Context: an optimization exercise on an open-source flow, tuned for small area and a short achievable clock period. The choices shown serve that exercise and are no tape-out recipe.
At most, simulation tests tie the RTL to the original design; equivalence was not proved.
Only the layout flow was run in runs 2 and 3; the RTL was not checked for function there.
Power and IR drop assume default switching activity.

File: run.sh
#!/bin/bash
# synth_recipe.tcl (not shown) runs the flow's synth.tcl, then flattens the netlist and writes it again
# the make line also repeats each setting of config.mk as NAME=value (left out here)
make -C /OpenROAD-flow-scripts/flow DESIGN_CONFIG=/design/flow/config.mk WORK_HOME=/design/flow/orfs CLKGATE_MAP_FILE= SYNTH_SCRIPT=/design/flow/synth_recipe.tcl finish
File: config.mk
export PLATFORM = sky130hd
export DESIGN_NAME = dr_core
export DESIGN_NICKNAME = dr_core
export VERILOG_FILES = /design/flow/design.v
export SDC_FILE = /design/flow/constraint.sdc
export NUM_CORES = 4
export LEC_CHECK = 0
export CAP_MARGIN = 20
export CORE_MARGIN = 2
export CORE_UTILIZATION = 40
export PLACE_DENSITY = 0.6
export SLEW_MARGIN = 20
File: constraint.sdc
create_clock -name core_clock -period 3.3 [get_ports {clock_480}]
set_input_delay 0.6600 -clock core_clock [delete_from_list [all_inputs] [get_ports {clock_480}]]
set_output_delay 0.6600 -clock core_clock [all_outputs]
set_load 0.01 [all_outputs]
File: design.v
module CRD(
    input clock,
    input reset,
    input [4:0] data,
    output CRD,
    output ADD,
    output DROP
);
reg [4:0] data_r, data_w, data_2_r, data_2_w;
reg [4:0] flag_r, flag_w;
reg [2:0] ctrl_r, ctrl_w;
reg ADD_r, ADD_w, DROP_r, DROP_w;
assign CRD = data_2_r[ctrl_r];
assign ADD = ADD_r;
assign DROP = DROP_r;
always @(*) begin  
    data_w = data;
    data_2_w = data_r;
    flag_w = (data_w == data_r) ? flag_r: data_w ^ {5{data_r[4]}};
end
always @(*) begin  
    if (flag_r[0] == 1'b1) ctrl_w = 3'b010;  
    else if (flag_r[1] == 1'b1) ctrl_w = 3'b011;  
    else if (flag_r[2] == 1'b1) ctrl_w = 3'b100;  
    else if (flag_r[3] == 1'b1) ctrl_w = 3'b000;  
    else if (flag_r[4] == 1'b1) ctrl_w = 3'b001;  
    else ctrl_w = ctrl_r;   
end
always @(*) begin  
    if( (ctrl_r[1] == ctrl_w[1]) && (ctrl_r[0] == ctrl_w[0]) && (ctrl_r[2] != ctrl_w[2]) ) begin
        ADD_w = !ctrl_r[2];
        DROP_w = ctrl_r[2];
    end
    else begin
        ADD_w = 1'b0;
        DROP_w = 1'b0;
    end
end
always @(posedge clock) begin
    if(reset) begin
        data_r <= 5'b0;
        data_2_r <= 5'b0;
        flag_r <= 5'b0;
        ctrl_r <= 3'b0;
        ADD_r  <= 1'b0;
        DROP_r <= 1'b0;
    end
    else begin
        data_r <= data_w;
        data_2_r <= data_2_w;
        flag_r <= flag_w;
        ctrl_r <= ctrl_w;
        ADD_r  <= ADD_w;
        DROP_r <= DROP_w;
    end
end
endmodule
module token_control
(
    input clk, reset, add_left, drop_left, ptr_left, ptl_right,
    output reg add_right, drop_right, ptr_right, ptl_left, token,
    input has_token_rst
);
reg add_d, add_q;
reg drop_d, drop_q;
reg ptr_d, ptr_q;
reg ptl_d, ptl_q;
reg has_token_d, has_token_q;
assign add_d = add_left;
assign add_right = add_q;
assign drop_d = drop_left;
assign drop_right = drop_q;
assign ptr_right = ptr_q;
assign token = has_token_q | ptr_q;
always @* begin
    if ((has_token_q | ptl_right) & add_left) begin
        ptr_d = 1'b1;
    end else begin
        ptr_d = 1'b0;
    end
end
always @* begin
    if (has_token_q & drop_left) begin
        ptl_left = 1'b1;
    end else begin
        ptl_left = 1'b0;
    end
end
always @* begin
    if ((has_token_q & !add_left & !drop_left) | (ptl_right & !add_d) | ptr_left) begin
        has_token_d = 1'b1;
    end else begin
        has_token_d = 1'b0;
    end
end
always @(posedge clk) begin
    if (reset) begin
        add_q <= 0;
        drop_q <= 0;
        ptr_q <= 0;
        has_token_q <= has_token_rst;
    end else begin
        add_q <= add_d;
        drop_q <= drop_d;
        ptr_q <= ptr_d;
        has_token_q <= has_token_d;
    end
end
endmodule
module ad_fifo_cell
(
    input crd_left, add_left, drop_left, ptr_left, ptl_right, clk, reset,
    output crd_right, add_right, drop_right, ptr_right, ptl_left, token_out,
    output reg cell_output,
    input has_token_rst
);
wire token;
reg crd_d, crd_q;
assign crd_d = crd_left;
assign crd_right = crd_q;
assign token_out = token;
token_control TC(
    .clk(clk),
    .reset(reset),
    .add_left(add_left),
    .drop_left(drop_left),
    .ptr_left(ptr_left),
    .ptl_right(ptl_right),
    .add_right(add_right),
    .drop_right(drop_right),
    .ptr_right(ptr_right),
    .ptl_left(ptl_left),
    .token(token),
    .has_token_rst(has_token_rst)
);
always @* begin
    if (token == 1'b1) begin         
        if (ptr_right == 1'b0) begin
            cell_output = crd_q;     
        end else begin
            cell_output = !crd_q;    
        end
    end else begin                   
        cell_output = 1'b0;
    end
end
always @(posedge clk) begin
    if (reset) begin
        crd_q <= 0;
    end else begin
        crd_q <= crd_d;
    end
end
endmodule
module ad_fifo #(parameter N = 41)  
(
    input CRD, Add, Drop, Clock, Reset,
    output Underflow, Overflow, Data
);
wire [N:0] crd, add, drop, ptr, ptl;
wire clk, reset;
wire [N-1:0] cell_output;
wire [N-1:0] has_token_rst, token_out;
assign crd[0] = CRD;
assign add[0] = Add;
assign drop[0] = Drop;
assign clk = Clock;
assign reset = Reset;
assign Underflow = ptl[0];
assign Overflow = ptr[N];
assign Data = |cell_output;      
assign ptl[N] = 1'b0;             
assign ptr[0] = 1'b0;             
assign has_token_rst = {{(N/2){1'b0}}, 1'b1, {(N/2){1'b0}}};
genvar i;
generate
    for (i=0; i<N; i=i+1) begin : cell_instance
        ad_fifo_cell cell_inst (
            .crd_left(crd[i]),
            .add_left(add[i]),
            .drop_left(drop[i]),
            .ptr_left(ptr[i]),
            .ptl_right(ptl[i+1]),
            .clk(clk),
            .reset(reset),
            .crd_right(crd[i+1]),
            .add_right(add[i+1]),
            .drop_right(drop[i+1]),
            .ptr_right(ptr[i+1]),
            .ptl_left(ptl[i]),
            .cell_output(cell_output[i]),
            .has_token_rst(has_token_rst[i]),
            .token_out(token_out[i])
        );
    end
endgenerate
endmodule
module dr_core
(
    input        clock_480,
    input        reset,
    input  [4:0] data_in,
    output       data_out,
    output       underflow,
    output       overflow
);
wire dout_crd, add_crd, drop_crd;
CRD crd(
    .clock(clock_480),
    .reset(reset),
    .data(data_in),
    .CRD(dout_crd),
    .ADD(add_crd),
    .DROP(drop_crd)
);
ad_fifo #(.N(41)) fifo
(
    .CRD(dout_crd),
    .Add(add_crd),
    .Drop(drop_crd),
    .Clock(clock_480),
    .Reset(reset),
    .Underflow(underflow),
    .Overflow(overflow),
    .Data(data_out)
);
endmodule
==> impl_metrics.yaml, run 1 <==
run_status:
  status: "finished clean"
yosys:
  yosysWarnings: 10
  ys_async_sr_fraction: 0
  synth-edff-count: 0
  ys_ff_latch: 223
  yosysUniqueCellTypes: 43
  dominantRegCellSynth: "dfxtp_1"
  avgSynthCellArea_sq_um: 9.49
  syn_inst: 812
  synth_nets: 819
  yosysSeqAreaShare: 0.579
  syn_area_sq_mm: 0.00771
timing:
  tns_ps: 0
  grt_setup_unrepaired: "false"
  slew_violations: 0
  hold_ws_ps: 414
  fin_crit_ps: 3200
  setup_violations: 0
  worst_slew_pin_slew_ps: 544
  final.setup_skew_ps: 10.6
  fmax_mhz: 313
  hold_viol_final: 0
  slew_headroom: 0.637
  fin_crit_sh: 0.970
layout:
  final_util: 0.469
  fin_nets: 838
  area_delta_synth_final_pct: 14.6
  final_common_cell: "dfxtp_1"
  final_cell_mix: "223 x dfxtp_1, 165 x nor2b_1, 101 x nor2_1"
  seq_area_sq_mm: 0.00446
  fin_area_sq_mm: 0.00883
  multi_input_area_sq_mm: 0.00302
  n_antenna_cell: 0
  final.fill_count: 1776
  drive_above_1_share: 0.0498
drt:
  drt-pass1-iter-count: 4
  drcViolationCount: 0
  wire_per_inst_um: 14.1
  routed_via_density: 4.71
  ant_nets: 0
  vias: 5195
  wl_mm: 15.5
  drt_iter0_markers: 209
global_route:
  grtUsageTotal: 0.155
  grt_max_degree: 67
  grt_pass1_wl_mm: 25.3
  grt_antenna_before_repair: 0
  first_global_vias: 5001
  grt_overflow: 0
critical_path:
  required_ps: 2640
  worstPathArrival_ps: 2540
  path_class: "reg2out"
  worst_path_largest_cell_delay_ps: 580
  worstPathMaxFanout: 3
  crit_chain: "and3b_1 > a31oi_1 > and4_1 > nand4_1 > or4_1 > dlygate4sd2_1"
  crit_buf_inv: 1
  cp_top_family: "simple AND/OR/NAND/NOR gates"
  crit_slowest_cell: "or4_1"
  cp-end-kind: "output pin"
  crit_path_start_kind: "flip-flop"
cts:
  clkTransAtPathRegs_ps: 60
  cts_made_buffers: 23
  clockBufferDepth: 3
  cts-htree-levels: 1
  clockRootBuffer: "clkbuf_16"
  insertion_delay_ps: 500
  cts_sinks: 223
  cts_tree: "built"
place:
  place.gp.congestion: 0.880
  port_buffers: 9
  place_area_sq_mm: 0.00810
  dp_hpwl_mm: 11.0
floorplan:
  fp.coreArea_sq_mm: 0.0188
  start_util: 0.409
  rows: 50
  die_h_um: 143
  pin_count: 10
  dieWidth_um: 143
  die_area_sq_mm: 0.0204
power:
  max-vdd-ir-drop_mv: 0.456
  p_per_area_mw_per_mm2: 603
  power.leakage_nw: 3.15
  p_total_mw: 5.32
min_path:
  hp-class: "reg2reg"
flow_run:
  drv_cap: 0
[layout make-up]
| type | instances | area share |
|---|---|---|
| Clock buffer | 35 | 0.0782 |
| Inverter | 37 | 0.0157 |
| Sequential cell | 223 | 0.505 |
| Multi-Input combinational cell | 531 | 0.342 |
| Clock inverter | 3 | 0.00496 |
| Timing Repair Buffer | 15 | 0.0167 |
| Tap cell | 260 | 0.0368 |
[per-layer routing]
| metal | up-vias | share of wire | GRT usage |
|---|---|---|---|
| met5 | - | 0 | 0 |
| met4 | 0 | 0.028 | 0.0537 |
| met3 | 36 | 0.039 | 0.0252 |
| met2 | 66 | 0.43 | 0.241 |
| met1 | 2387 | 0.50 | 0.219 |
| li1 | 2706 | - | - |
[logic make-up after synthesis]
kind of cell,count (synthesis),synth area share
AOI/OAI and AO/OA,127,0.0960
xor gates and xnor gates,10,0.0114
buffers and inverters,58,0.0284
DFF,223,0.579
muxes,2,0.00422
and+or+nand+nor,392,0.281
[worst reg2reg max path, stage by stage (launching register included)]
cell and delay, ps:
dfxtp_1 480, xnor2_1 190, nand4_1 320, o21a_1 280
nor2_1 70
[power by group]
part           total (mW)  internal [mW]  switching, mW
Clock                2.50           1.51          0.993
Combinational      0.0950         0.0389         0.0561
Sequential           2.73           2.71         0.0167
[per-stage QoR]
step / setup slack [ps] / std cells
global placement: 421 / 1066
detailed placement: 368 / 1066
floorplan: 1150 / 812
global route: 11.5 / 1104
CTS: 100 / 1104
finish: 100 / 1104
[synthesized netlist by cell type (all sizes together), types with 2 or more instances]
cell type | number | area (sq um)
xnor2 | 7 | 61.3
nand2 | 39 | 146
a22oi | 2 | 15.0
nand4 | 5 | 31.3
nor2 | 101 | 379
nor3b | 3 | 22.5
o21ai | 2 | 10.0
inv | 37 | 139
o2111ai | 2 | 17.5
a211oi | 4 | 30.0
dfxtp | 223 | 4460
buf | 4 | 16.3
clkbuf | 17 | 63.8
and4b | 2 | 20.0
a32o | 4 | 40.0
nand2b | 44 | 275
nand3 | 3 | 15.0
xor2 | 3 | 26.3
nor2b | 165 | 1030
nor3 | 3 | 26.3
and4 | 2 | 17.5
and3b | 12 | 105
a221oi | 2 | 17.5
o22ai | 12 | 75.1
nand3b | 5 | 37.5
a311oi | 2 | 17.5
a21oi | 80 | 400
nor4 | 3 | 18.8
a31oi | 12 | 75.1
[repair_timing]
| item | CTS | global route |
|---|---|---|
| setup endpoints to repair | 1 | 0 |
| setup buffers | 0 | 0 |
| hold buffers | 0 | 0 |
| resized for setup | 2 | 0 |
[state kept, by name, indices dropped and copies added (netlist names)]
name                                         cells
fifo.cell_instance.cell_inst.TC.has_token_q     41
fifo.cell_instance.cell_inst.TC.ptr_q           41
fifo.cell_instance.cell_inst.crd_q              41
fifo.cell_instance.cell_inst.TC.add_q           40
fifo.cell_instance.cell_inst.TC.drop_q          40
crd.data_2_r                                     5
crd.data_r                                       5
crd.flag_r                                       5
crd.ctrl_r                                       3
crd.ADD_r                                        1
crd.DROP_r                                       1
[path summary, 6_finish.rpt]
path / cells after the start / from / end / slack, ps
setup / recovery: 6 / fifo.cell_instance[27].cell_inst.TC.ptr_q$_SDFF_PP0_ / data_out / 100
hold reg to reg: 1 / crd.ADD_r$_SDFF_PP0_ / fifo.cell_instance[0].cell_inst.TC.has_token_q$_SDFF_PP0_ / 410
setup reg to reg: 4 / crd.data_r[4]$_SDFF_PP0_ / crd.flag_r[4]$_SDFFE_PP0P_ / 1910
hold / removal: 1 / crd.ADD_r$_SDFF_PP0_ / fifo.cell_instance[0].cell_inst.TC.has_token_q$_SDFF_PP0_ / 410
==> run 2: changes to the inputs <==
==> design.v (replaced) <==
module CRD(
    input clock,
    input reset,
    input [4:0] data,
    output reg Z,
    output reg ADD,
    output reg DROP,
    output DROP_w
);
reg [4:0] data_r, flag_r;
reg [2:0] ctrl_r;
reg [2:0] ctrl_w;
wire [4:0] flag_w = (data == data_r) ? flag_r : data ^ {5{data_r[4]}};
always @(*) begin
    if (flag_r[0]) ctrl_w = 3'd2;
    else if (flag_r[1]) ctrl_w = 3'd3;
    else if (flag_r[2]) ctrl_w = 3'd4;
    else if (flag_r[3]) ctrl_w = 3'd0;
    else if (flag_r[4]) ctrl_w = 3'd1;
    else ctrl_w = ctrl_r;
end
wire wrap = (ctrl_r[1:0] == ctrl_w[1:0]) && (ctrl_r[2] != ctrl_w[2]);
wire ADD_w = wrap & !ctrl_r[2];
assign DROP_w = wrap & ctrl_r[2];
always @(posedge clock) begin
    if (reset) begin
        data_r <= 5'b0;
        flag_r <= 5'b0;
        ctrl_r <= 3'b0;
    end else begin
        data_r <= data;
        flag_r <= flag_w;
        ctrl_r <= ctrl_w;
    end
    Z <= ADD_w ^ data_r[ctrl_w];
    ADD <= ADD_w;
    DROP <= DROP_w;
end
endmodule
module ad_fifo #(parameter N = 41)
(
    input  Clock, Reset,
    input  Z, Add, Drop, DropNext,
    output reg Underflow, Overflow, Data
);
localparam M = N / 2;           
reg [N-1:1] z_q;
reg [N-1:1] a_q, d_q;           
reg [N-1:0] h;                  
reg T;                          
reg [4:0] lf;                   
reg go;                         
wire [N-1:0] mask = ~({{(N-1){1'b0}}, ~go} << M);
wire [N-1:0] a = {a_q, Add} & mask;
wire [N-1:0] d = {d_q, Drop} & mask;
wire [N-1:0] z = {z_q, Z};
wire [N-1:0] hs = (h & ~d) | ({1'b0, h[N-1:1]} & {1'b0, d[N-1:1]});
wire [N-1:0] h_n = T ? {h[N-2:0], 1'b0} : hs;
wire T_n = ~T & (|(a & hs));
wire data_n = T ? ~Data & ~Overflow : go & (|(z & hs));
wire under_n = ~T & hs[0] & ~a[0] & DropNext;
wire over_n = ~T & h[N-1] & a[N-1];
always @(posedge Clock) begin
    z_q <= z[N-2:0];
    a_q <= {a_q[N-2:1], Add};
    d_q <= {d_q[N-2:1], Drop};
    if (Reset) begin
        h <= {{(N-1){1'b0}}, 1'b1} << M;
        T <= 1'b0;
        lf <= 5'b00001;
        go <= 1'b0;
        Data <= 1'b0;
        Underflow <= 1'b0;
        Overflow <= 1'b0;
    end else begin
        h <= h_n;
        T <= T_n;
        lf <= {lf[3:0], lf[4] ^ lf[2]};
        go <= go | (lf == LF21);
        Data <= data_n;
        Underflow <= under_n;
        Overflow <= over_n;
    end
end
localparam [4:0] LF21 = 5'b11011;
endmodule
module dr_core
(
    input        clock_480,
    input        reset,
    input  [4:0] data_in,
    output       data_out,
    output       underflow,
    output       overflow
);
wire z_crd, add_crd, drop_crd, drop_next;
CRD crd(
    .clock(clock_480),
    .reset(reset),
    .data(data_in),
    .Z(z_crd),
    .ADD(add_crd),
    .DROP(drop_crd),
    .DROP_w(drop_next)
);
ad_fifo #(.N(41)) fifo
(
    .Clock(clock_480),
    .Reset(reset),
    .Z(z_crd),
    .Add(add_crd),
    .Drop(drop_crd),
    .DropNext(drop_next),
    .Underflow(underflow),
    .Overflow(overflow),
    .Data(data_out)
);
endmodule
--- a/config.mk
+++ b/config.mk
@@ -8,5 +8,7 @@
 export CAP_MARGIN = 20
 export CORE_MARGIN = 2
 export CORE_UTILIZATION = 40
+export CTS_BUF_LIST = sky130_fd_sc_hd__clkbuf_8
 export PLACE_DENSITY = 0.6
+export SETUP_SLACK_MARGIN = 1.7
 export SLEW_MARGIN = 20
==> impl_metrics.yaml, run 2 <==
critical_path:
  critPathLaunch: "crd.flag_r[1]$_SDFFE_PP0P_"
  crit_buf_inv: 0
  worstPathArrival_ps: 2090
  cp-end-kind: "flip-flop"
  worst_path_largest_cell_delay_ps: 540
  worstPathMaxFanout: 3
  path_class: "reg2reg"
  reg2reg_slack_ps: 1570
  r2r-start: "crd.flag_r[1]$_SDFFE_PP0P_"
  required_ps: 3660
  cp_top_family: "simple AND/OR/NAND/NOR gates"
  crit_chain: "or2_4 > or4b_4 > a31oi_4 > xnor2_1 > mux2_2"
  crit_slowest_cell: "or4b_4"
  crit_path_start_kind: "flip-flop"
yosys:
  synth_area_leaders: "dfxtp_1 62%, o21ai_0 5.7%, nor2b_1 4.9%"
  syn_inst: 581
  synth-edff-count: 0
  ys_async_sr_fraction: 0
  avgSynthCellArea_sq_um: 10.3
  dominantRegCellSynth: "dfxtp_1"
  ys_ff_latch: 187
  yosysSeqAreaShare: 0.623
  yosysUniqueCellTypes: 43
  synth_top_area_share: 0.623
  ys_top_cells_by_count: "187 x dfxtp_1, 69 x o21ai_0, 47 x nor2b_1, 37 x nand2_1"
  yosysMostFrequentCell: "dfxtp_1"
  yosysWarnings: 2
  synth_nets: 588
  yosysTopAreaCell: "dfxtp_1"
  syn_area_sq_mm: 0.00601
power:
  power.leakage_nw: 2.60
  p_per_area_mw_per_mm2: 612
  p_total_mw: 4.19
  max-vdd-ir-drop_mv: 0.409
layout:
  final.fill_count: 1349
  seq_area_sq_mm: 0.00376
  fin_nets: 614
  area_delta_synth_final_pct: 13.8
  n_antenna_cell: 0
  drive_above_1_share: 0.115
  top_register: "fifo.h"
  final_cell_mix: "179 x dfxtp_1, 53 x o21ai_0, 47 x nor2b_1"
  final_common_cell: "dfxtp_1"
  largest_register_ffs: 41
  multi_input_area_sq_mm: 0.00218
  final_util: 0.469
cts:
  cts_sinks: 187
  cts-htree-levels: 4
  clockRootBuffer: "clkbuf_8"
  cts_made_buffers: 17
  cts_tree: "built"
  clockBufferDepth: 2
  insertion_delay_ps: 470
  clkTransAtPathRegs_ps: 90
drt:
  wl_mm: 13.1
  drcViolationCount: 0
  ant_nets: 0
  routed_via_density: 5.09
  drt-pass1-iter-count: 5
  vias: 4091
  wire_per_inst_um: 16.3
  drt_iter0_markers: 276
timing:
  hold_ws_ps: 344
  slew_violations: 0
  tns_ps: 0
  fmax_mhz: 577
  fin_crit_sh: 0.525
  hold_viol_final: 0
  fin_crit_ps: 1730
  grt_setup_unrepaired: "true"
  slew_headroom: 0.685
  setup_violations: 0
  worst_slew_pin_slew_ps: 473
  final.setup_skew_ps: 9.98
place:
  dp_hpwl_mm: 9.08
  port_buffers: 9
  place.gp.congestion: 0.831
global_route:
  first_global_vias: 4140
  grt_antenna_before_repair: 0
  grt_pass1_wl_mm: 20.8
  grt_max_degree: 49
  grtUsageTotal: 0.168
  grt_overflow: 0
run_status:
  status: "finished clean"
floorplan:
  fp.coreArea_sq_mm: 0.0146
  pin_count: 10
  die_area_sq_mm: 0.0160
  start_util: 0.412
  die_h_um: 127
  rows: 44
  dieWidth_um: 127
min_path:
  hp-start: "fifo.a_q[32]$_DFF_P_"
  hp-class: "reg2reg"
flow_run:
  drv_cap: 0
==> run 2: repair_timing <==
item | CTS | global route
buffers inserted | 3 | 9
hold buffers | 0 | 0
resized for setup | 24 | 29
setup endpoints to repair | 33 | 21
pin swaps | 2 | 4
==> run 2: per-stage QoR <==
| stage | cell area [sq um] | worst slack [ps] | instances |
|---|---|---|---|
| 2_1_floorplan | 6020 | 1590 | 581 |
| 3_5_place_dp | 6290 | 1100 | 760 |
| 3_3_place_gp | 6290 | 1160 | 760 |
| 4_1_cts | 6730 | 1540 | 795 |
| 6_report | 6840 | 1570 | 804 |
| 5_1_grt | 6840 | 1500 | 804 |
==> run 2: area by class of cell <==
type | instances | share of cell area
clock buffer | 19 | 0.0382
clock inverter | 13 | 0.0183
inverter | 19 | 0.0104
multi-input combinational | 359 | 0.319
sequential | 187 | 0.549
tap | 184 | 0.0336
timing repair buffer | 23 | 0.0311
==> run 2: cell families after synthesis <==
| kind of cell | after synthesis | share of synthesized area |
|---|---|---|
| DFF | 187 | 0.623 |
| and+or+nand+nor | 178 | 0.164 |
| AOI/OAI and AO/OA | 168 | 0.170 |
| buffers and inverters | 35 | 0.0218 |
| xor gates and xnor gates | 11 | 0.0160 |
| muxes | 2 | 0.00562 |
==> run 2: report_power, final <==
group | leakage [nW] | internal (mW) | switching (mW)
Combinational | 0.865 | 0.0684 | 0.0628
Sequential | 1.53 | 2.46 | 0.111
Clock | 0.199 | 0.703 | 0.782
==> run 2: metal layers <==
layer | vias to the layer above | routed length [um] | track usage | share of wire
met5 | - | 0 | 0 | 0
met4 | 0 | 259 | 0.0614 | 0.020
met3 | 27 | 579 | 0.0485 | 0.044
met2 | 72 | 5880 | 0.262 | 0.45
met1 | 1928 | 6390 | 0.224 | 0.49
li1 | 2064 | - | - | -
==> run 2: worst paths after layout <==
kind	to	cells past startpoint
min	fifo.a_q[33]$_DFF_P_	0
min reg2reg	fifo.a_q[33]$_DFF_P_	0
max	crd.Z$_DFF_P_	5
max reg2reg	crd.Z$_DFF_P_	5
==> run 3: changes to the inputs <==
--- a/config.mk
+++ b/config.mk
@@ -8,7 +8,8 @@
 export CAP_MARGIN = 20
 export CORE_MARGIN = 2
 export CORE_UTILIZATION = 40
-export CTS_BUF_LIST = sky130_fd_sc_hd__clkbuf_8
+export CTS_BUF_LIST = sky130_fd_sc_hd__clkbuf_8 sky130_fd_sc_hd__clkbuf_4
+export CTS_CLUSTER_SIZE = 20
 export PLACE_DENSITY = 0.6
 export SETUP_SLACK_MARGIN = 1.7
 export SLEW_MARGIN = 20
==> impl_metrics.yaml, run 3 <==
run_status:
  status: "finished clean"
timing:
  fin_crit_ps: 1730
  slew_violations: 0
  grt_setup_unrepaired: "true"
  setup_violations: 0
  hold_viol_final: 0
  fin_crit_sh: 0.525
  final.setup_skew_ps: 11.0
  tns_ps: 0
  slew_headroom: 0.686
  worst_slew_pin_slew_ps: 472
  fmax_mhz: 577
yosys:
  yosysSeqAreaShare: 0.623
  syn_area_sq_mm: 0.00601
  yosysWarnings: 2
  dominantRegCellSynth: "dfxtp_1"
  ys_ff_latch: 187
  syn_inst: 581
  yosysUniqueCellTypes: 43
  ys_top_cells_by_count: "187 x dfxtp_1, 69 x o21ai_0, 47 x nor2b_1, 37 x nand2_1"
  avgSynthCellArea_sq_um: 10.3
  synth_top_area_share: 0.623
  yosysMostFrequentCell: "dfxtp_1"
  yosysTopAreaCell: "dfxtp_1"
  synth-edff-count: 0
  synth_area_leaders: "dfxtp_1 62%, o21ai_0 5.7%, nor2b_1 4.9%"
  synth_nets: 588
  ys_async_sr_fraction: 0
critical_path:
  crit_buf_inv: 0
  crit_path_start_kind: "flip-flop"
  cp-end-kind: "flip-flop"
  crit_slowest_cell: "or4b_4"
  crit_chain: "or2_4 > or4b_4 > a31oi_4 > xnor2_1 > mux2_2"
  worstPathMaxFanout: 3
  worstPathArrival_ps: 2090
  path_depth: 5
  cp_top_family: "simple AND/OR/NAND/NOR gates"
  reg2reg_depth: 5
  path_class: "reg2reg"
  worst_path_largest_cell_delay_ps: 540
  required_ps: 3660
global_route:
  grt_pass1_wl_mm: 20.8
  grt_max_degree: 49
  grtUsageTotal: 0.168
  grt_antenna_before_repair: 0
  grt_overflow: 0
  first_global_vias: 4140
cts:
  cts_tree: "built"
  clockBufferDepth: 2
  cts-htree-levels: 4
  clkTransAtPathRegs_ps: 90
  insertion_delay_ps: 470
  cts_sinks: 187
  hold_buffers: 0
  cts_made_buffers: 17
  clockRootBuffer: "clkbuf_8"
floorplan:
  fp.coreArea_sq_mm: 0.0146
  pin_count: 10
  start_util: 0.412
  die_area_sq_mm: 0.0160
  dieWidth_um: 127
  rows: 44
  die_h_um: 127
place:
  dp_hpwl_mm: 9.08
  port_buffers: 9
  place.gp.congestion: 0.831
flow_run:
  drv_cap: 0
layout:
  n_antenna_cell: 0
  area_delta_synth_final_pct: 13.9
  multi_input_area_sq_mm: 0.00218
  drive_above_1_share: 0.116
  final_cell_mix: "179 x dfxtp_1, 53 x o21ai_0, 47 x nor2b_1"
  final_common_cell: "dfxtp_1"
  seq_area_sq_mm: 0.00376
  top_register: "fifo.h"
  fin_nets: 614
  final.fill_count: 1347
  largest_register_ffs: 41
power:
  p_seq_frac: 0.613
  p_total_mw: 4.20
  switchingPower_uw: 957
  pwr-share-comb: 0.031
  max-vdd-ir-drop_mv: 0.409
  p_sw_frac: 0.228
  power.leakage_nw: 2.59
  p_int_mw: 3.25
  p_per_area_mw_per_mm2: 614
  power_frac_clock: 0.356
min_path:
  hold_depth: 0
  hp-class: "reg2reg"
drt:
  vias: 4097
  routed_via_density: 5.10
  drcViolationCount: 0
  wl_mm: 13.1
  ant_nets: 0
  wire_per_inst_um: 16.3
  drt_iter0_markers: 277
  drt-pass1-iter-count: 5
==> run 3: changes by cell type in the layout (fill, tap and decap cells not counted) <==
cell / change
clkbuf_4: +1
inv_1: -1
==> run 3: metrics by stage <==
stage | utilization | cells | cell area [sq um] | hold slack, ps | setup slack [ps]
after global routing | 0.469 | 804 | 6850 | 355 | 1500
after global placement | 0.431 | 760 | 6290 | 327 | 1160
after detailed placement | 0.431 | 760 | 6290 | 331 | 1100
after floorplan | - | 581 | 6020 | 324 | 1590
after CTS | 0.461 | 795 | 6730 | 352 | 1540
final | 0.469 | 804 | 6850 | 343 | 1570
==> run 3: cell families (layout without fill, tap and decap cells) <==
group           count (synthesis)  in the layout  share of synthesized area
compound gates                168            168                      0.170
xor+xnor                       11             11                     0.0160
flops                         187            187                      0.623
simple gates                  178            178                      0.164
mux                             2              2                    0.00562
buf+inv                        35             74                     0.0218
==> run 3: final cells by class <==
cell class,instances,share of cell area
clock buffers,20,0.0393
clock inverters,12,0.0177
inverters,19,0.0104
flip-flops and latches,187,0.549
well taps,184,0.0336
multi-input cells,359,0.319
repair buffers,23,0.0311
==> run 3: worst paths after layout <==
check	slack, ps	endpoint	start
hold reg to reg	340	fifo.a_q[33]$_DFF_P_	fifo.a_q[32]$_DFF_P_
hold / removal	340	fifo.a_q[33]$_DFF_P_	fifo.a_q[32]$_DFF_P_
setup / recovery	1570	crd.Z$_DFF_P_	crd.flag_r[1]$_SDFFE_PP0P_
setup reg to reg	1570	crd.Z$_DFF_P_	crd.flag_r[1]$_SDFFE_PP0P_
==> run 3: routing by layer <==
metal | vias to the layer above | global-route usage | part of all wire
li1 | 2064 | - | -
met1 | 1930 | 0.224 | 0.49
met2 | 78 | 0.262 | 0.45
met3 | 25 | 0.0485 | 0.043
met4 | 0 | 0.0614 | 0.019
met5 | - | 0 | 0
==> run 3: power by group through the flow <==
stage	logic [mW]	clock network, mW	registers [mW]
floorplan	0.0913	0	2.58
global placement	0.114	0	2.62
detailed placement	0.117	0	2.62
CTS	0.127	1.52	2.57
global route	0.146	1.63	2.60
finish	0.131	1.50	2.58
==> run 3: what timing repair did <==
| item | CTS | global route |
|---|---|---|
| pin swaps | 2 | 4 |
| buffers inserted | 3 | 9 |
| setup endpoints to repair | 33 | 21 |
| resized for setup | 24 | 29 |
| endpoints found under the hold margin | 0 | 0 |
==> run 3: worst reg2reg max path, stage by stage, from the launching register on <==
cell     delay [ps]
dfxtp_2         330
or2_4           250
or4b_4          540
a31oi_4         190
xnor2_1          70
mux2_2          250
==> run 4: changes to the inputs <==
--- a/design.v
+++ b/design.v
@@ -7,32 +7,30 @@
     output reg DROP,
     output DROP_w
 );
-reg [4:0] data_r, flag_r;
-reg [2:0] ctrl_r;
-reg [2:0] ctrl_w;
-wire [4:0] flag_w = (data == data_r) ? flag_r : data ^ {5{data_r[4]}};
-always @(*) begin
-    if (flag_r[0]) ctrl_w = 3'd2;
-    else if (flag_r[1]) ctrl_w = 3'd3;
-    else if (flag_r[2]) ctrl_w = 3'd4;
-    else if (flag_r[3]) ctrl_w = 3'd0;
-    else if (flag_r[4]) ctrl_w = 3'd1;
-    else ctrl_w = ctrl_r;
-end
-wire wrap = (ctrl_r[1:0] == ctrl_w[1:0]) && (ctrl_r[2] != ctrl_w[2]);
-wire ADD_w = wrap & !ctrl_r[2];
-assign DROP_w = wrap & ctrl_r[2];
+reg [4:0] data_r;
+reg [4:0] P;                    
+reg [4:0] ph;                   
+wire [4:0] flag_w = data ^ {5{data_r[4]}};
+wire [4:0] pick = {flag_w[2] & ~flag_w[1] & ~flag_w[0],
+                   flag_w[1] & ~flag_w[0],
+                   flag_w[0],
+                   flag_w[4] & ~flag_w[3] & ~flag_w[2] & ~flag_w[1] & ~flag_w[0],
+                   flag_w[3] & ~flag_w[2] & ~flag_w[1] & ~flag_w[0]};
+wire [4:0] P_w = (data == data_r) ? P : pick;
+wire [4:0] ph_w = (|P) ? P : ph;
+wire ADD_w = ph[0] & P[4];
+assign DROP_w = ph[4] & P[0];
 always @(posedge clock) begin
     if (reset) begin
         data_r <= 5'b0;
-        flag_r <= 5'b0;
-        ctrl_r <= 3'b0;
+        P <= 5'b0;
+        ph <= 5'b00001;
     end else begin
         data_r <= data;
-        flag_r <= flag_w;
-        ctrl_r <= ctrl_w;
+        P <= P_w;
+        ph <= ph_w;
     end
-    Z <= ADD_w ^ data_r[ctrl_w];
+    Z <= ADD_w ^ (|(data_r & ph_w));
     ADD <= ADD_w;
     DROP <= DROP_w;
 end
--- a/config.mk
+++ b/config.mk
@@ -8,8 +8,7 @@
 export CAP_MARGIN = 20
 export CORE_MARGIN = 2
 export CORE_UTILIZATION = 40
-export CTS_BUF_LIST = sky130_fd_sc_hd__clkbuf_8 sky130_fd_sc_hd__clkbuf_4
-export CTS_CLUSTER_SIZE = 20
+export CTS_BUF_LIST = sky130_fd_sc_hd__clkbuf_8
 export PLACE_DENSITY = 0.6
-export SETUP_SLACK_MARGIN = 1.7
+export SETUP_SLACK_MARGIN = 1.9
 export SLEW_MARGIN = 20
==> impl_metrics.yaml, run 4 <==
run_status:
  status: "finished clean"
drt:
  drt_iter0_markers: 254
  drt-pass1-iter-count: 5
  drcViolationCount: 0
  ant_nets: 0
  wl_mm: 12.7
  vias: 4088
  wire_per_inst_um: 15.7
  routed_via_density: 5.03
power:
  max-vdd-ir-drop_mv: 0.249
  p_per_area_mw_per_mm2: 561
  power.leakage_nw: 2.64
yosys:
  dominantRegCellSynth: "dfxtp_1"
  synth_nets: 599
  synth-edff-count: 0
  avgSynthCellArea_sq_um: 10.3
  syn_inst: 592
  synth_area_leaders: "dfxtp_1 62%, o21ai_0 6.0%, nor2b_1 5.4%"
  yosysWarnings: 2
  syn_area_sq_mm: 0.00607
  ys_async_sr_fraction: 0
  synth_top_area_share: 0.623
  yosysSeqAreaShare: 0.623
  yosysTopAreaCell: "dfxtp_1"
  yosysMostFrequentCell: "dfxtp_1"
  yosysUniqueCellTypes: 44
  ys_top_cells_by_count: "189 x dfxtp_1, 73 x o21ai_0, 52 x nor2b_1, 43 x nand2_1, 34 x a21oi_1"
  ys_ff_latch: 189
place:
  pre_cts_ws_ps: 1130
  place_area_sq_mm: 0.00634
  port_buffers: 9
  dp_hpwl_mm: 8.85
  place.gp.congestion: 0.822
min_path:
  hold_depth: 0
  hp-class: "reg2reg"
layout:
  final.fill_count: 1405
  fin_area_sq_mm: 0.00712
  final_common_cell: "dfxtp_1"
  top_register: "fifo.h"
  n_antenna_cell: 0
  final_cell_mix: "171 x dfxtp_1, 49 x nor2b_1, 42 x nand2_1"
  drive_above_1_share: 0.219
  largest_register_ffs: 41
  area_delta_synth_final_pct: 17.3
  fin_nets: 619
critical_path:
  crit_slowest_cell: "dfxtp_2"
  path_class: "reg2out"
  crit_buf_inv: 1
  cp_top_family: "flip-flops"
  reg2reg_depth: 5
  crit_path_start_kind: "flip-flop"
  path_depth: 1
  worst_path_largest_cell_delay_ps: 340
  cp-end-kind: "output pin"
  worstPathMaxFanout: 2
  worstPathArrival_ps: 910
  crit_chain: "buf_6"
  required_ps: 2640
timing:
  fin_crit_sh: 0.474
  fmax_mhz: 639
  slew_violations: 0
  hold_ws_ps: 344
  slew_headroom: 0.669
  tns_ps: 0
  fin_crit_ps: 1570
  hold_viol_final: 0
  final.setup_skew_ps: 11.7
  grt_setup_unrepaired: "true"
  setup_violations: 0
  worst_slack_ps: 1730
  worst_slew_pin_slew_ps: 497
global_route:
  first_global_vias: 4018
  grt_overflow: 0
  grt_antenna_before_repair: 0
  grt_pass1_wl_mm: 20.7
  grtUsageTotal: 0.167
  grt_max_degree: 57
cts:
  insertion_delay_ps: 460
  cts-htree-levels: 4
  cts_made_buffers: 17
  cts_sinks: 189
  clockBufferDepth: 2
  cts_tree: "built"
  clkTransAtPathRegs_ps: 90
  hold_buffers: 0
  clockRootBuffer: "clkbuf_8"
floorplan:
  dieWidth_um: 127
  pin_count: 10
  rows: 45
  die_h_um: 127
  die_area_sq_mm: 0.0162
  fp.coreArea_sq_mm: 0.0150
  start_util: 0.404
flow_run:
  drv_cap: 0
-- run 4: cell count changes in the layout (fill, tap and decap cells not counted), sizes merged, moves of 4 or more --
cell   delta
nor2b     +5
inv      +10
nor2      -5
nand2     +6
xnor2     -4
-- run 4: cell type report --
type,instances,area [sq um],area share
tap,188,235,0.0330
timing repair buffer,20,156,0.0220
clock inverter,11,77.6,0.0109
clock buffer,21,289,0.0406
multi-input combinational,359,2450,0.344
inverter,25,93.8,0.0132
sequential,189,3820,0.536
-- run 4: through the flow --
| step | power, mW | util | std cells |
|---|---|---|---|
| global route | 4.14 | 0.474 | 813 |
| floorplan | 2.57 | - | 592 |
| detailed placement | 2.62 | 0.422 | 773 |
| finish | 3.99 | 0.474 | 813 |
| CTS | 4.01 | 0.464 | 809 |
| global placement | 2.62 | 0.422 | 773 |
-- run 4: final timing paths --
path	startpoint	endpoint	slack, ps
worst max-delay path	fifo.Data$_SDFF_PP0_	data_out	1730
worst min-delay path	fifo.a_q[15]$_DFF_P_	fifo.a_q[16]$_DFF_P_	340
worst max register to register	fifo.h[31]$_SDFF_PP0_	fifo.T$_SDFF_PP0_	1870
worst min register to register	fifo.a_q[15]$_DFF_P_	fifo.a_q[16]$_DFF_P_	340
-- run 4: kinds of logic after synthesis --
kind of cell	after synthesis	synth area share
xor gates and xnor gates	8	0.0115
DFF	189	0.623
and+or+nand+nor	178	0.163
muxes	2	0.00330
AOI/OAI and AO/OA	171	0.171
buffers and inverters	44	0.0282
-- run 4: routing by layer --
layer | routed length, um | GRT usage | vias to the layer above
met2 | 5900 | 0.260 | 56
met1 | 6180 | 0.222 | 1925
met3 | 461 | 0.0423 | 17
met5 | 0 | 0 | -
li1 | - | - | 2090
met4 | 193 | 0.0679 | 0
-- run 4: power by group --
part | leakage (nW) | total [mW] | internal, mW | switching (mW)
Sequential | 1.55 | 2.49 | 2.41 | 0.0789
Combinational | 0.878 | 0.101 | 0.0461 | 0.0545
Clock | 0.212 | 1.40 | 0.660 | 0.738
-- run 4: what timing repair did --
item | 4_1_cts | 5_1_grt
setup endpoints to repair | 40 | 27
gates resized for setup | 121 | 60
pin swaps | 22 | 25
buffers inserted | 4 | 4
==> run 5: changes to the inputs <==
==> config.mk (replaced) <==
export PLATFORM = sky130hd
export DESIGN_NAME = dr_core
export DESIGN_NICKNAME = dr_core
export VERILOG_FILES = /design/flow/design.v
export SDC_FILE = /design/flow/constraint.sdc
export NUM_CORES = 4
export LEC_CHECK = 0
export ABC_AREA = 1
export CAP_MARGIN = 20
export CORE_MARGIN = 2
export CORE_UTILIZATION = 60
export CTS_BUF_LIST = sky130_fd_sc_hd__clkbuf_8
export PLACE_DENSITY = 0.75
export SETUP_SLACK_MARGIN = 1.8
export SLEW_MARGIN = 20
==> impl_metrics.yaml, run 5 <==
timing:
  fin_crit_ps: 1570
  fin_crit_sh: 0.475
  fmax_mhz: 638
  setup_violations: 0
  tns_ps: 0
  worst_slew_pin_slew_ps: 528
  slew_headroom: 0.648
  worst_slack_ps: 1730
  hold_viol_final: 0
  slew_violations: 0
  grt_setup_unrepaired: "true"
  final.setup_skew_ps: 8.81
yosys:
  syn_inst: 756
  synth-edff-count: 0
  avgSynthCellArea_sq_um: 8.11
  synth_top_area_share: 0.617
  yosysTopAreaCell: "dfxtp_1"
  yosysSeqAreaShare: 0.617
  yosysUniqueCellTypes: 20
  dominantRegCellSynth: "dfxtp_1"
  synth_nets: 763
  yosysMostFrequentCell: "nand2_1"
  syn_area_sq_mm: 0.00613
  ys_async_sr_fraction: 0
  ys_ff_latch: 189
  yosysWarnings: 2
  ys_top_cells_by_count: "228 x nand2_1, 189 x dfxtp_1, 113 x inv_1, 86 x nor2_1, 56 x o21ai_0"
  synth_area_leaders: "dfxtp_1 62%, nand2_1 14%, inv_1 6.9%"
critical_path:
  crit_chain: "buf_6"
  crit_slowest_cell: "dfxtp_2"
  cp-end-kind: "output pin"
  path_class: "reg2out"
  worstPathMaxFanout: 2
  worstPathArrival_ps: 910
  worst_path_largest_cell_delay_ps: 340
  crit_path_start_kind: "flip-flop"
  cp_top_family: "flip-flops"
  required_ps: 2640
  crit_buf_inv: 1
drt:
  wl_mm: 11.7
  drcViolationCount: 0
  ant_nets: 0
  drt_iter0_markers: 176
  routed_via_density: 4.88
  drt-pass1-iter-count: 5
  wire_per_inst_um: 12.7
  vias: 4488
power:
  p_seq_frac: 0.583
  switchingPower_uw: 926
  p_per_area_mw_per_mm2: 626
  pwr-share-comb: 0.025
  p_sw_frac: 0.215
  power.leakage_nw: 3.38
  p_total_mw: 4.30
  max-vdd-ir-drop_mv: 0.364
  p_int_mw: 3.37
  power_frac_clock: 0.392
cts:
  clockBufferDepth: 2
  clkTransAtPathRegs_ps: 90
  cts_sinks: 189
  clockRootBuffer: "clkbuf_8"
  hold_buffers: 0
  cts_tree: "built"
  insertion_delay_ps: 460
  cts-htree-levels: 4
  cts_made_buffers: 17
layout:
  final_cell_mix: "228 x nand2_1, 182 x dfxtp_1, 112 x inv_1"
  final.fill_count: 786
  final_common_cell: "nand2_1"
  drive_above_1_share: 0.0801
  fin_nets: 781
  n_antenna_cell: 0
  area_delta_synth_final_pct: 11.9
  top_register: "fifo.h"
  largest_register_ffs: 41
place:
  place.gp.congestion: 0.877
  port_buffers: 9
  dp_hpwl_mm: 8.13
  pre_cts_ws_ps: 1240
min_path:
  hp-class: "reg2reg"
floorplan:
  die_area_sq_mm: 0.0110
  pin_count: 10
  start_util: 0.622
  dieWidth_um: 105
  die_h_um: 105
  rows: 36
  fp.coreArea_sq_mm: 0.00986
flow_run:
  drv_cap: 0
global_route:
  grt_antenna_before_repair: 0
  grtUsageTotal: 0.226
  grt_max_degree: 60
  grt_pass1_wl_mm: 19.4
  first_global_vias: 4257
  grt_overflow: 0
run_status:
  status: "finished clean"
-- run 5: changes by cell type after synthesis, sizes merged, moves of 7 or more --
cell     change
nand2      +185
inv         +90
nor2        +72
nor2b       -52
and2        -33
o21bai      -31
o21ai       -17
nand3       +14
a21oi        -8
o2111ai      -8
a22oi        -7
nor4         -7
-- run 5: cell type report --
class                           count  area, sq um  area share
Clock buffer                       17          234      0.0341
Multi-Input combinational cell    436         1880       0.273
Clock inverter                     15          221      0.0323
Tap cell                          133          166      0.0242
Inverter                          115          438      0.0638
Timing Repair Buffer               15          135      0.0197
Sequential cell                   189         3790       0.553
-- run 5: per-stage QoR --
| step | cells | util | cell area [sq um] | hold WS (ps) |
|---|---|---|---|---|
| 6_report | 920 | 0.696 | 6860 | 349 |
| 5_1_grt | 920 | 0.696 | 6860 | 358 |
| 4_1_cts | 920 | 0.690 | 6810 | 352 |
| 3_5_place_dp | 885 | 0.642 | 6330 | 336 |
| 3_3_place_gp | 885 | 0.642 | 6330 | 332 |
| 2_1_floorplan | 756 | - | 6130 | 331 |
-- run 5: logic make-up (layout without fill, tap and decap cells) --
group	Yosys count	count (layout)	share of synthesized area
simple gates	344	344	0.220
flops	189	189	0.617
buf+inv	131	162	0.0827
compound gates	85	85	0.0704
xor+xnor	7	7	0.0100
-- run 5: timing repair --
item                                    4_1_cts  5_1_grt
pin swaps                                     2        3
buffers inserted                              3        0
endpoints found under the setup margin        7       30
gates resized for setup                      20       27
-- run 5: worst paths after layout --
path	start	to	slack, ps	cells past startpoint
setup / recovery	fifo.Overflow$_SDFF_PP0_	overflow	1730	1
hold / removal	fifo.z_q[24]$_DFF_P_	fifo.z_q[25]$_DFF_P_	350	0
setup reg to reg	crd.data_r[4]$_SDFF_PP0_	crd.P[1]$_SDFFE_PP0P_	1900	5
hold reg to reg	fifo.z_q[24]$_DFF_P_	fifo.z_q[25]$_DFF_P_	350	0
-- run 5: power groups by stage --
stage / registers, mW / logic (mW) / clock network (mW)
final: 2.50 / 0.109 / 1.69
after global routing: 2.52 / 0.124 / 1.81
after CTS: 2.51 / 0.104 / 1.72
after detailed placement: 2.56 / 0.102 / 0
after global placement: 2.55 / 0.0979 / 0
after floorplan: 2.53 / 0.0777 / 0
-- run 5: metal layers --
| layer | up-vias | GRT usage | share of wire |
|---|---|---|---|
| met4 | 0 | 0.0829 | 0.013 |
| met5 | - | 0 | 0 |
| li1 | 2332 | - | - |
| met2 | 83 | 0.375 | 0.48 |
| met1 | 2061 | 0.277 | 0.46 |
| met3 | 12 | 0.0699 | 0.046 |
==> run 6: changes to the inputs <==
--- a/config.mk
+++ b/config.mk
@@ -5,11 +5,10 @@
 export SDC_FILE = /design/flow/constraint.sdc
 export NUM_CORES = 4
 export LEC_CHECK = 0
-export ABC_AREA = 1
 export CAP_MARGIN = 20
 export CORE_MARGIN = 2
 export CORE_UTILIZATION = 60
 export CTS_BUF_LIST = sky130_fd_sc_hd__clkbuf_8
 export PLACE_DENSITY = 0.75
-export SETUP_SLACK_MARGIN = 1.8
+export SETUP_SLACK_MARGIN = 1.65
 export SLEW_MARGIN = 20
==> impl_metrics.yaml, run 6 <==
timing:
  worst_slew_pin_slew_ps: 772
  final.setup_skew_ps: 6.62
  setup_violations: 0
  fin_crit_ps: 1690
  hold_viol_final: 0
  fin_crit_sh: 0.511
  slew_violations: 0
  slew_headroom: 0.486
  worst_slack_ps: 1610
  grt_setup_unrepaired: "true"
  fmax_mhz: 593
  tns_ps: 0
cts:
  cts_sinks: 189
  clkTransAtPathRegs_ps: 90
  clockRootBuffer: "clkbuf_8"
  cts-htree-levels: 4
  cts_tree: "built"
  clockBufferDepth: 2
  cts_made_buffers: 17
  insertion_delay_ps: 440
flow_run:
  drv_cap: 0
floorplan:
  die_area_sq_mm: 0.0109
  rows: 36
  dieWidth_um: 105
  die_h_um: 105
  fp.coreArea_sq_mm: 0.00982
  pin_count: 10
  start_util: 0.618
yosys:
  syn_area_sq_mm: 0.00607
  ys_ff_latch: 189
  syn_inst: 592
  dominantRegCellSynth: "dfxtp_1"
  yosysMostFrequentCell: "dfxtp_1"
  avgSynthCellArea_sq_um: 10.3
  yosysTopAreaCell: "dfxtp_1"
  ys_top_cells_by_count: "189 x dfxtp_1, 73 x o21ai_0, 52 x nor2b_1, 43 x nand2_1, 34 x a21oi_1"
  synth_nets: 599
  synth_top_area_share: 0.623
  synth-edff-count: 0
  yosysWarnings: 2
  ys_async_sr_fraction: 0
  synth_area_leaders: "dfxtp_1 62%, o21ai_0 6.0%, nor2b_1 5.4%"
  yosysUniqueCellTypes: 44
  yosysSeqAreaShare: 0.623
drt:
  vias: 4022
  routed_via_density: 5.36
  drcViolationCount: 0
  wire_per_inst_um: 15.9
  ant_nets: 0
  drt-pass1-iter-count: 5
  wl_mm: 11.9
  drt_iter0_markers: 203
layout:
  largest_register_ffs: 41
  final_cells: 750
  final_common_cell: "dfxtp_1"
  n_antenna_cell: 0
  area_delta_synth_final_pct: 10.1
  top_register: "fifo.h"
  final.fill_count: 809
  fin_area_sq_mm: 0.00669
  final_util: 0.681
  drive_above_1_share: 0.0843
  fin_nets: 611
  final_cell_mix: "185 x dfxtp_1, 66 x o21ai_0, 52 x nor2b_1"
critical_path:
  r2r-start: "fifo.d_q[22]$_DFF_P_"
  crit_path_start_kind: "flip-flop"
  required_ps: 3590
  worstPathMaxFanout: 3
  cp-end-kind: "flip-flop"
  path_class: "reg2reg"
  worst_path_largest_cell_delay_ps: 370
  crit_slowest_cell: "nor4_2"
  reg2reg_depth: 5
  crit_chain: "and2_1 > o21ai_0 > o2111ai_1 > nor4_2 > a311oi_1"
  critPathLaunch: "fifo.d_q[22]$_DFF_P_"
  worstPathArrival_ps: 1980
power:
  p_int_mw: 3.21
  power_frac_clock: 0.369
  p_sw_frac: 0.212
  power.leakage_nw: 2.50
  p_seq_frac: 0.610
  switchingPower_uw: 865
  p_per_area_mw_per_mm2: 610
  pwr-share-comb: 0.021
  max-vdd-ir-drop_mv: 0.360
global_route:
  grt_max_degree: 51
  grt_pass1_wl_mm: 19.4
  grt_antenna_before_repair: 0
  first_global_vias: 3987
  grt_overflow: 0
  grtUsageTotal: 0.230
place:
  place_area_sq_mm: 0.00627
  placed_cells: 718
  dp_hpwl_mm: 8.47
  port_buffers: 9
  place.gp.congestion: 0.883
  pre_cts_ws_ps: 1140
min_path:
  hp-start: "fifo.z_q[25]$_DFF_P_"
  hold_depth: 0
  hp-class: "reg2reg"
run_status:
  status: "finished clean"
run 6: final cells by class:
type | count | area [sq um] | area share
clock buffer | 18 | 248 | 0.0371
inverter | 25 | 93.8 | 0.0140
timing repair buffer | 12 | 97.6 | 0.0146
tap | 133 | 166 | 0.0249
multi-input combinational | 359 | 2140 | 0.320
clock inverter | 14 | 153 | 0.0228
sequential | 189 | 3790 | 0.567
run 6: through the flow:
step / total power, mW / hold slack [ps]
5_1_grt: 4.23 / 355
2_1_floorplan: 2.57 / 325
6_report: 4.08 / 342
3_3_place_gp: 2.61 / 326
3_5_place_dp: 2.62 / 329
4_1_cts: 4.10 / 344
run 6: path summary, 6_finish.rpt:
check | end | slack (ps)
setup / recovery | fifo.T$_SDFF_PP0_ | 1610
setup reg to reg | fifo.T$_SDFF_PP0_ | 1610
hold reg to reg | fifo.z_q[26]$_DFF_P_ | 340
hold / removal | fifo.z_q[26]$_DFF_P_ | 340
run 6: critical path, delay by kind of cell, from the launching register on:
kind             cells  cell delay, ps
AO/OA/AOI/OAI        3             680
AND/OR/NAND/NOR      2             550
flip-flops           1             330
run 6: cell families after synthesis:
group | count (synthesis) | share of synthesized area
xor+xnor | 8 | 0.0115
flops | 189 | 0.623
buf+inv | 44 | 0.0282
mux | 2 | 0.00330
simple gates | 178 | 0.163
compound gates | 171 | 0.171
run 6: power by group through the flow:
stage	logic (mW)	registers, mW	clock network (mW)
finish	0.0862	2.48	1.51
global route	0.0945	2.50	1.63
CTS	0.0859	2.48	1.53
detailed placement	0.0857	2.54	0
global placement	0.0836	2.53	0
floorplan	0.0642	2.51	0
run 6: metal layers:
metal / track usage / vias up / share of wire
li1: - / 2066 / -
met1: 0.309 / 1857 / 0.47
met2: 0.359 / 77 / 0.45
met3: 0.0555 / 22 / 0.048
met4: 0.0924 / 0 / 0.025
met5: 0 / - / 0
run 6: what timing repair did:
action / 4_1_cts / 5_1_grt
pin swaps: 0 / 2
buffers inserted: 0 / 0
hold endpoints to repair: 0 / 0
setup endpoints to repair: 11 / 6
hold buffers: 0 / 0
gates resized for setup: 18 / 12
==> run 7: changes to the inputs <==
--- a/config.mk
+++ b/config.mk
@@ -10,5 +10,5 @@
 export CORE_UTILIZATION = 60
 export CTS_BUF_LIST = sky130_fd_sc_hd__clkbuf_8
 export PLACE_DENSITY = 0.75
-export SETUP_SLACK_MARGIN = 1.65
+export SETUP_SLACK_MARGIN = 1.9
 export SLEW_MARGIN = 20
==> impl_metrics.yaml, run 7 <==
timing:
  slew_headroom: 0.639
  grt_setup_unrepaired: "true"
  setup_violations: 0
  fin_crit_sh: 0.472
  slew_violations: 0
  tns_ps: 0
  final.setup_skew_ps: 10.3
  hold_viol_final: 0
  fmax_mhz: 642
  worst_slew_pin_slew_ps: 541
  fin_crit_ps: 1560
critical_path:
  worst_path_largest_cell_delay_ps: 350
  crit_chain: "buf_6"
  reg2reg_depth: 5
  path_class: "reg2out"
  cp-end-kind: "output pin"
  crit_buf_inv: 1
  path_depth: 1
  cp_top_family: "flip-flops"
  required_ps: 2640
  worstPathArrival_ps: 900
  worstPathMaxFanout: 2
  crit_path_start_kind: "flip-flop"
  crit_slowest_cell: "dfxtp_2"
drt:
  drt-pass1-iter-count: 5
  drt-met1-wl_mm: 5.88
  drt_iter0_markers: 220
  drcViolationCount: 0
  wl_met2_mm: 5.71
  vias: 4075
  ant_nets: 0
  topRoutingLayerUsed: "met4"
  wire_per_inst_um: 16.4
  wl_mm: 12.4
  routed-wl-met3_um: 551
  routed_via_density: 5.42
global_route:
  first_global_vias: 4070
  grtUsageTotal: 0.234
  grt_max_degree: 40
  grt_pass1_wl_mm: 19.9
  grt_antenna_before_repair: 0
  grt_overflow: 0
power:
  max-vdd-ir-drop_mv: 0.451
  p_per_area_mw_per_mm2: 584
  power.leakage_nw: 2.59
  power_frac_clock: 0.360
  switchingPower_uw: 856
  p_seq_frac: 0.616
  pwr-share-comb: 0.024
  p_total_mw: 4.05
  p_int_mw: 3.20
  p_sw_frac: 0.211
yosys:
  ys_ff_latch: 189
  syn_area_sq_mm: 0.00607
  avgSynthCellArea_sq_um: 10.3
  ys_top_cells_by_count: "189 x dfxtp_1, 73 x o21ai_0, 52 x nor2b_1, 43 x nand2_1, 34 x a21oi_1"
  yosysTopAreaCell: "dfxtp_1"
  ys_async_sr_fraction: 0
  yosysWarnings: 2
  dominantRegCellSynth: "dfxtp_1"
  synth_top_area_share: 0.623
  yosysSeqAreaShare: 0.623
  synth-edff-count: 0
  synth_nets: 599
  syn_inst: 592
  yosysMostFrequentCell: "dfxtp_1"
  yosysUniqueCellTypes: 44
  synth_area_leaders: "dfxtp_1 62%, o21ai_0 6.0%, nor2b_1 5.4%"
cts:
  clkTransAtPathRegs_ps: 90
  cts_tree: "built"
  hold_buffers: 0
  cts-htree-levels: 4
  clockRootBuffer: "clkbuf_8"
  cts_sinks: 189
  cts_made_buffers: 17
  insertion_delay_ps: 440
  clockBufferDepth: 2
layout:
  top_register: "fifo.h"
  final_common_cell: "dfxtp_1"
  largest_register_ffs: 41
  area_delta_synth_final_pct: 14.3
  drive_above_1_share: 0.179
  fin_area_sq_mm: 0.00694
  n_antenna_cell: 0
  fin_nets: 615
  final_cell_mix: "172 x dfxtp_1, 49 x nor2b_1, 42 x nand2_1"
min_path:
  hp-class: "reg2reg"
  hold_depth: 0
floorplan:
  dieWidth_um: 105
  rows: 36
  pin_count: 10
  die_h_um: 105
  start_util: 0.618
  fp.coreArea_sq_mm: 0.00982
  die_area_sq_mm: 0.0109
flow_run:
  drv_cap: 0
place:
  place.gp.congestion: 0.900
  place_area_sq_mm: 0.00628
  port_buffers: 9
  dp_hpwl_mm: 8.41
run_status:
  status: "finished clean"
run 7: cell counts after synthesis:
Identical to the previous run, type by type.
run 7: power by group through the flow:
stage               Clock (mW)  Sequential (mW)  Combinational [mW]
floorplan                    0             2.51              0.0657
global placement             0             2.53              0.0830
detailed placement           0             2.53              0.0869
CTS                       1.49             2.49              0.0894
global route              1.59             2.51               0.107
finish                    1.46             2.50              0.0965
run 7: layout make-up:
type	count	area, sq um
timing repair buffer	16	144
inverter	25	93.8
clock buffer	21	289
multi-input combinational	359	2340
tap	133	166
sequential	189	3820
clock inverter	9	95.1
fill	764	2880
run 7: kinds of logic (layout without fill, tap and decap cells):
kind of cell,Yosys count,count (layout),share of synthesized area
flip-flops,189,189,0.623
AND/OR/NAND/NOR,178,178,0.163
AO/OA/AOI/OAI,171,171,0.171
buffers and inverters,44,71,0.0282
XOR/XNOR,8,8,0.0115
multiplexers,2,2,0.00330
run 7: path summary, 6_finish.rpt:
path / from / to / slack (ps)
worst min register to register: fifo.a_q[32]$_DFF_P_ / fifo.a_q[33]$_DFF_P_ / 340
worst min-delay path: fifo.a_q[32]$_DFF_P_ / fifo.a_q[33]$_DFF_P_ / 340
worst max-delay path: fifo.Data$_SDFF_PP0_ / data_out / 1740
worst max register to register: fifo.d_q[11]$_DFF_P_ / fifo.T$_SDFF_PP0_ / 1830
run 7: per-layer routing:
metal,global-route usage,vias up
li1,-,2067
met1,0.316,1926
met2,0.353,66
met3,0.0630,16
met4,0.104,0
met5,0,-
run 7: per-stage QoR:
| step | utilization | setup slack (ps) | std cells | hold WS (ps) |
|---|---|---|---|---|
| floorplan | - | 1780 | 592 | 325 |
| global placement | 0.640 | 1220 | 718 | 327 |
| detailed placement | 0.640 | 1160 | 718 | 330 |
| CTS | 0.691 | 1730 | 750 | 344 |
| global route | 0.707 | 1700 | 752 | 352 |
| finish | 0.707 | 1740 | 752 | 343 |
run 7: repair_timing:
action,CTS,global route
endpoints found under the setup margin,13,12
pin swaps,10,27
buffers inserted,2,2
resized for setup,83,56
==> run 8: changes to the inputs <==
--- a/config.mk
+++ b/config.mk
@@ -8,7 +8,9 @@
 export CAP_MARGIN = 20
 export CORE_MARGIN = 2
 export CORE_UTILIZATION = 60
-export CTS_BUF_LIST = sky130_fd_sc_hd__clkbuf_8
+export CTS_BUF_LIST = sky130_fd_sc_hd__clkbuf_16 sky130_fd_sc_hd__clkbuf_8
+export CTS_CLUSTER_DIAMETER = 60
+export CTS_CLUSTER_SIZE = 40
 export PLACE_DENSITY = 0.75
-export SETUP_SLACK_MARGIN = 1.9
+export SETUP_SLACK_MARGIN = 1.8
 export SLEW_MARGIN = 20
==> impl_metrics.yaml, run 8 <==
run_status:
  status: "finished clean"
yosys:
  synth_area_leaders: "dfxtp_1 62%, o21ai_0 6.0%, nor2b_1 5.4%"
  synth_compound_area_frac: 0.171
  synth_xor_area_frac: 0.0115
  yosysUniqueCellTypes: 44
  syn_area_sq_mm: 0.00607
  synth_top_family_by_area: "compound AO/OA/AOI/OAI gates"
  syn_inst: 592
  synth_simple_gate_area_frac: 0.163
  ys_top_cells_by_count: "189 x dfxtp_1, 73 x o21ai_0, 52 x nor2b_1, 43 x nand2_1, 34 x a21oi_1"
  yosysMostFrequentCell: "dfxtp_1"
  avgSynthCellArea_sq_um: 10.3
  synth_nets: 599
  yosysSeqAreaShare: 0.623
  synth-adder-area-share: 0
  ys_async_sr_fraction: 0
  dominantRegCellSynth: "dfxtp_1"
  synth-edff-count: 0
  synth_top_area_share: 0.623
  yosysTopAreaCell: "dfxtp_1"
  synthMuxAreaShare: 0.00330
  yosysWarnings: 2
  ys_ff_latch: 189
drt:
  drcViolationCount: 0
  wire_per_inst_um: 16.8
  drt_iter0_markers: 270
  wl_mm: 12.7
  drt-pass1-iter-count: 4
  routed_via_density: 5.49
  ant_nets: 0
  vias: 4127
timing:
  hold_ws_ps: 346
  hold_viol_final: 0
  grt_setup_unrepaired: "true"
  slew_headroom: 0.639
  setup_violations: 0
  fmax_mhz: 607
  fin_crit_sh: 0.499
  slew_violations: 0
  worst_slew_pin_slew_ps: 541
  fin_crit_ps: 1650
  final.setup_skew_ps: 5.92
  tns_ps: 0
global_route:
  first_global_vias: 4081
  grt_antenna_before_repair: 0
  grtUsageTotal: 0.246
  grt_overflow: 0
  grt_max_degree: 40
  grt_pass1_wl_mm: 20.5
critical_path:
  worstPathArrival_ps: 990
  cp_top_family: "flip-flops"
  required_ps: 2640
  r2r-start: "fifo.d_q[3]$_DFF_P_"
  crit_slowest_cell: "dfxtp_2"
  reg2reg_to: "fifo.T$_SDFF_PP0_"
  path_class: "reg2out"
  crit_chain: "buf_6"
  reg2reg_slack_ps: 1870
  worstPathMaxFanout: 2
  crit_buf_inv: 1
  cp-end-kind: "output pin"
  worst_path_largest_cell_delay_ps: 330
  reg2reg_depth: 5
  crit_path_start_kind: "flip-flop"
place:
  place.gp.congestion: 0.900
  port_buffers: 9
  place_area_sq_mm: 0.00628
  dp_hpwl_mm: 8.38
layout:
  top_register: "fifo.h"
  area_delta_synth_final_pct: 17.3
  largest_register_ffs: 41
  fin_area_sq_mm: 0.00712
  final_common_cell: "dfxtp_1"
  fin_nets: 613
  n_antenna_cell: 0
  drive_above_1_share: 0.145
  final_cell_mix: "179 x dfxtp_1, 51 x nor2b_1, 43 x nand2_1"
min_path:
  hp-class: "reg2reg"
  hp-start: "fifo.a_q[32]$_DFF_P_"
  hold_depth: 0
  holdPathEnd: "fifo.a_q[33]$_DFF_P_"
cts:
  clockRootBuffer: "clkbuf_8"
  cts_sinks: 189
  cts-htree-levels: 4
  hold_buffers: 0
  cts_made_buffers: 17
  clockBufferDepth: 2
  cts_tree: "built"
  insertion_delay_ps: 540
  clkTransAtPathRegs_ps: 70
power:
  p_total_mw: 4.79
  power.leakage_nw: 2.69
  max-vdd-ir-drop_mv: 0.479
  p_per_area_mw_per_mm2: 672
floorplan:
  pin_count: 10
  die_h_um: 105
  dieWidth_um: 105
  rows: 36
  start_util: 0.618
  die_area_sq_mm: 0.0109
  fp.coreArea_sq_mm: 0.00982
flow_run:
  drv_cap: 0
## run 8: cell types whose count changed in the layout (fill, tap and decap cells not counted), sizes merged, moves of 2 or more
cell	change
clkbuf	-3
bufinv	+3
inv	-2
dlygate4sd2	-2
dlymetal6s2s	+4
buf	-2
## run 8: cell families (layout without fill, tap and decap cells)
kind of cell,after synthesis,count (layout)
AO/OA/AOI/OAI,171,171
XOR/XNOR,8,8
buffers and inverters,44,71
flip-flops,189,189
multiplexers,2,2
AND/OR/NAND/NOR,178,178
## run 8: area by class of cell
cell class                 instances  area, sq um
clock buffer                      20          455
clock inverter                    12          190
fill                             744         2700
inverter                          25         93.8
multi-input combinational        359         2260
sequential                       189         3800
tap                              133          166
timing repair buffer              14          151
## run 8: worst max path at each step
stage | cells after the start | start | to | slack [ps]
6_report | 1 | fifo.Data$_SDFF_PP0_ | data_out | 1650
5_1_grt | 1 | fifo.Overflow$_SDFF_PP0_ | overflow | 1610
3_3_place_gp | 6 | data_in[0] | crd.P[0]$_SDFFE_PP0P_ | 1220
3_5_place_dp | 6 | data_in[0] | crd.P[0]$_SDFFE_PP0P_ | 1170
2_1_floorplan | 6 | data_in[0] | crd.P[0]$_SDFFE_PP0P_ | 1780
4_1_cts | 1 | fifo.Overflow$_SDFF_PP0_ | overflow | 1640
## run 8: where the power goes
group	switching [mW]	internal, mW	total [mW]
registers	0.0781	2.42	2.50
clock network	0.835	1.36	2.20
logic	0.0499	0.0430	0.0929
## run 8: what timing repair did
action                     CTS  global route
setup endpoints to repair   11            12
resized for setup           39            62
pin swaps                    1            16
setup buffers                1             1
## run 8: routing by layer
metal	up-vias	part of all wire	wire, um	track usage
met5	-	0	0	0
met4	0	0.0083	105	0.0914
met3	14	0.041	518	0.0761
met2	72	0.48	6030	0.378
met1	1971	0.47	6010	0.328
li1	2070	-	-	-
## run 8: through the flow
step,setup WS (ps),cells,utilization
after floorplan,1780,592,-
after global placement,1220,718,0.640
after detailed placement,1170,718,0.640
after CTS,1640,751,0.710
after global routing,1610,752,0.725
final,1650,752,0.725

-- afterwards: timing with drivers on the ports --
In the flow no input, the clock included, has a driving cell. The finished layouts below were timed again as built, in two steps.
Step 1 sets driving cells, clkbuf_16 on the clock port and buf_2 on the other inputs (assumed; they add their load-dependent delay and slew).
Step 2 times the ports against the registers' clock, not the clock port: input delays grow and output delays shrink by t, the midpoint of the rising clock arrivals with the driver on.
Three values: no drivers, after step 1, after step 2; two values: the first two.
run | shift t [ns] | setup slack, ns | slew at the worst register clock pin (ns)
run 1 | 0.540 | 0.100 / 0.056 / 0.597 | 0.06 / 0.06
run 2 | 0.499 | 1.566 / 1.566 / 1.310 | 0.09 / 0.09
run 3 | 0.499 | 1.566 / 1.566 / 1.309 | 0.09 / 0.09
run 4 | 0.487 | 1.734 / 1.698 / 1.554 | 0.09 / 0.09
run 5 | 0.489 | 1.734 / 1.695 / 1.434 | 0.09 / 0.09
run 6 | 0.474 | 1.612 / 1.612 / 1.299 | 0.09 / 0.09
run 7 | 0.472 | 1.743 / 1.709 / 1.476 | 0.09 / 0.09
run 8 | 0.575 | 1.654 / 1.619 / 1.392 | 0.07 / 0.07
After both steps setup and hold are still met in every run listed. The setup slack of run 6, which loses most, moves by 0.000 ns with the drivers and by -0.313 ns with both steps.
